From an optimization exercise on the open Yosys and OpenROAD flow, aimed at small area; shortcuts taken in it are not production practice.
RTL that was checked went through simulation tests only; none was proved equivalent to the original.

Setup of v6:
==> module i2c_master, before the edit <==
module i2c_master #(
parameter       CLK_FREQ = 50,
parameter       I2C_CLK_FREQ = 100,
parameter       NUM_BYTE = 2,
parameter       BYTE_SIZE = 8,
parameter       DATA_WIDTH = NUM_BYTE * BYTE_SIZE
) (
input                           clk,
input                           rst,
input                           req,
input  [BYTE_SIZE-2:0]          slave_addr,
input  [DATA_WIDTH-1:0]         writedata,
output                          ready,
input                           i2c_SDA_i,
output                          i2c_SDA_w,
output                          i2c_SDA_o,
output                          i2c_SCL_w,
output                          i2c_SCL_o
);
localparam ADDR_DATA_WIDTH = NUM_BYTE * BYTE_SIZE + BYTE_SIZE;
localparam SYSCLK_COUNT    = (CLK_FREQ * 1000) / I2C_CLK_FREQ;
localparam DIVW            = $clog2(SYSCLK_COUNT);
reg  [DIVW-1:0]            clk_divider;
reg  [ADDR_DATA_WIDTH-1:0] write_data;
reg  [4:0]                 step;
reg                        sda_cap;
reg                        sda_o_q;
localparam [4:0] ST_0  = 5'd1,  ST_1  = 5'd2,  ST_9  = 5'd25, ST_10 = 5'd19,
                 ST_18 = 5'd3,  ST_19 = 5'd6,  ST_27 = 5'd10, ST_28 = 5'd20,
                 ST_30 = 5'd16;
wire is_idle  = (step == ST_0);
wire is_start = (step == ST_1);
wire is_stop  = (step == ST_30);
wire in_bytes = ~is_idle & ~is_start & ~is_stop;        
wire last_bit = (step == ST_9) | (step == ST_18) | (step == ST_27);
wire ack_slot = (step == ST_10) | (step == ST_19) | (step == ST_28);
localparam [8:0] DIV_0   = 9'd1,
                 DIV_247 = 9'd501,
                 DIV_249 = 9'd469,
                 DIV_499 = 9'd98;
wire negedge_i = (clk_divider == DIV_249);
wire posedge_i = (clk_divider == DIV_499);
wire start     = req & is_idle;
wire div_zero  = (clk_divider == DIV_0);
reg  scl_hi;
assign ready     = is_idle;
assign i2c_SDA_w = is_idle ? ~div_zero : ~ack_slot;
assign i2c_SDA_o = sda_o_q;
assign i2c_SCL_o = is_idle | scl_hi;
always @(posedge clk) begin
    if (rst || is_idle || posedge_i) scl_hi <= 1'b1;
    else if (negedge_i)              scl_hi <= 1'b0;
end
assign i2c_SCL_w = is_idle ? ~div_zero : ~(is_start & div_zero);
always @(posedge clk) begin
    if (clk_divider == DIV_247) sda_cap <= i2c_SDA_i;
end
always @(posedge clk) begin
    if (rst || posedge_i || is_idle) clk_divider <= DIV_0;
    else clk_divider <= {clk_divider[7:0], clk_divider[8] ^ clk_divider[4]};
end
always @(posedge clk) begin
    if (rst)            step <= ST_0;
    else if (start)     step <= ST_1;
    else if (negedge_i) step <= {step[3:0], step[4] ^ step[2]};   
end
always @(posedge clk) begin
    if (rst)                sda_o_q <= 1'b1;
    else if (is_idle)       sda_o_q <= ~start;
    else if (is_stop) begin
        if (negedge_i)      sda_o_q <= 1'b1;
    end else if (negedge_i) sda_o_q <= last_bit ? sda_cap : write_data[ADDR_DATA_WIDTH-1];
end
always @(posedge clk) begin
    if (start) write_data <= {slave_addr, 1'b0, writedata};
    else if (posedge_i & in_bytes & ~last_bit)
        write_data <= write_data << 1;
end
endmodule
Settings: LEC_CHECK=0, CAP_MARGIN=20, CORE_MARGIN=2, CORE_UTILIZATION=60, PLACE_DENSITY=0.75, SLEW_MARGIN=20; clock period 20.0 ns.
standard.sh (not shown) runs the stock make flow with config.mk's settings and CLKGATE_MAP_FILE= SYNTH_SCRIPT=/design/flow/synth_recipe.tcl, a recipe that flattens the netlist after the stock synthesis.
==> flow/flow/run.sh <==
#!/bin/bash
# The standard layout, with two changes:
# - the smallest buffer (buf_1) as the port buffer that global placement puts
#   on every input and output;
# - clock tree synthesis without dummy loads.
set -euo pipefail
export BUFFER_PORTS_ARGS="-buffer_cell sky130_fd_sc_hd__buf_1"
export CTS_ARGS="-sink_clustering_enable -repair_clock_nets -dont_use_dummy_load -buf_list sky130_fd_sc_hd__clkbuf_8 -sink_clustering_size 20 -sink_clustering_max_diameter 60"
bash standard.sh finish > standard_flow.log 2>&1
### v6 -> v7
==> flow/design.v, changed modules only <==
module i2c_master #(
parameter       CLK_FREQ = 50,
parameter       I2C_CLK_FREQ = 100,
parameter       NUM_BYTE = 2,
parameter       BYTE_SIZE = 8,
parameter       DATA_WIDTH = NUM_BYTE * BYTE_SIZE
) (
input                           clk,
input                           rst,
input                           req,
input  [BYTE_SIZE-2:0]          slave_addr,
input  [DATA_WIDTH-1:0]         writedata,
output                          ready,
input                           i2c_SDA_i,
output                          i2c_SDA_w,
output                          i2c_SDA_o,
output                          i2c_SCL_w,
output                          i2c_SCL_o
);
localparam ADDR_DATA_WIDTH = NUM_BYTE * BYTE_SIZE + BYTE_SIZE;
localparam SYSCLK_COUNT    = (CLK_FREQ * 1000) / I2C_CLK_FREQ;
localparam DIVW            = $clog2(SYSCLK_COUNT);
reg  [DIVW-1:0]            clk_divider;
reg  [ADDR_DATA_WIDTH-1:0] write_data;
reg  [4:0]                 step;
reg                        sda_cap;
reg                        sda_o_q;
wire is_idle  = (step == 5'd0);
wire is_start = (step == 5'd1);
wire is_stop  = (step == 5'd30);
wire in_bytes = ~is_idle & ~is_start & ~is_stop;        
wire last_bit = (step == 5'd9) | (step == 5'd18) | (step == 5'd27);
wire ack_slot = (step == 5'd10) | (step == 5'd19) | (step == 5'd28);
wire negedge_i = (clk_divider == SYSCLK_COUNT / 2 - 1);
wire posedge_i = (clk_divider == SYSCLK_COUNT - 1);
wire start     = req & is_idle;
wire div_zero  = (clk_divider == 'b0);
assign ready     = is_idle;
assign i2c_SDA_w = is_idle ? ~div_zero : ~ack_slot;
assign i2c_SDA_o = sda_o_q;
assign i2c_SCL_o = is_idle | (clk_divider < SYSCLK_COUNT / 2);
assign i2c_SCL_w = is_idle ? ~div_zero : ~(is_start & div_zero);
always @(posedge clk) begin
    if (clk_divider == SYSCLK_COUNT / 2 - 3) sda_cap <= i2c_SDA_i;
end
always @(posedge clk) begin
    if (rst || posedge_i || is_idle) clk_divider <= 'b0;
    else                             clk_divider <= clk_divider + 1'b1;
end
always @(posedge clk) begin
    if (rst)                        step <= 5'd0;
    else if (start)                 step <= 5'd1;
    else if (negedge_i)             step <= is_stop ? 5'd0 : step + 1'b1;
end
always @(posedge clk) begin
    if (rst)                sda_o_q <= 1'b1;
    else if (is_idle)       sda_o_q <= ~start;
    else if (is_stop) begin
        if (negedge_i)      sda_o_q <= 1'b1;
    end else if (negedge_i) sda_o_q <= last_bit ? sda_cap : write_data[ADDR_DATA_WIDTH-1];
end
always @(posedge clk) begin
    if (start) write_data <= {slave_addr, 1'b0, writedata};
    else if (posedge_i & in_bytes & ~last_bit)
        write_data <= write_data << 1;
end
endmodule
### Flow results
Per the comparison of v7 with v6, fmax went up by about 0.35%, final core utilization now smaller, placed standard-cell area now larger, number of nets in the synthesized netlist rose by 37. In the final reports, the cell area of v7 is larger than that of v6. For clock-buffer cell count, v6 and v7 come out practically identical. Compare v7 and v6 | detailed-route wire length on metal 1 lower: v6.
Function not checked in v7: the RTL went through the layout flow alone.

## what the ideal ports hide
The results above use ideal ports. As a check the final layouts listed here were re-extracted and re-timed, cells and wires unchanged.
Step 1, drivers: a clkbuf_16 drives clk and a buf_2 each remaining input, both assumed.
Step 2 times the ports against the registers' clock, not the clock port: input delays grow and output delays shrink by t, the midpoint of the rising clock arrivals with the driver on.
a / b / c = ideal / step 1 / step 2; a / b = the first two.
| run | t, ns | setup WS [ns] | clock arrival spread, ns |
|---|---|---|---|
| v6 | 0.633 | 13.350 / 13.301 / 13.744 | 0.091 / 0.091 |
| v7 | 0.623 | 13.373 / 13.327 / 13.560 | 0.063 / 0.063 |
After both steps setup and hold are still met in every run listed.
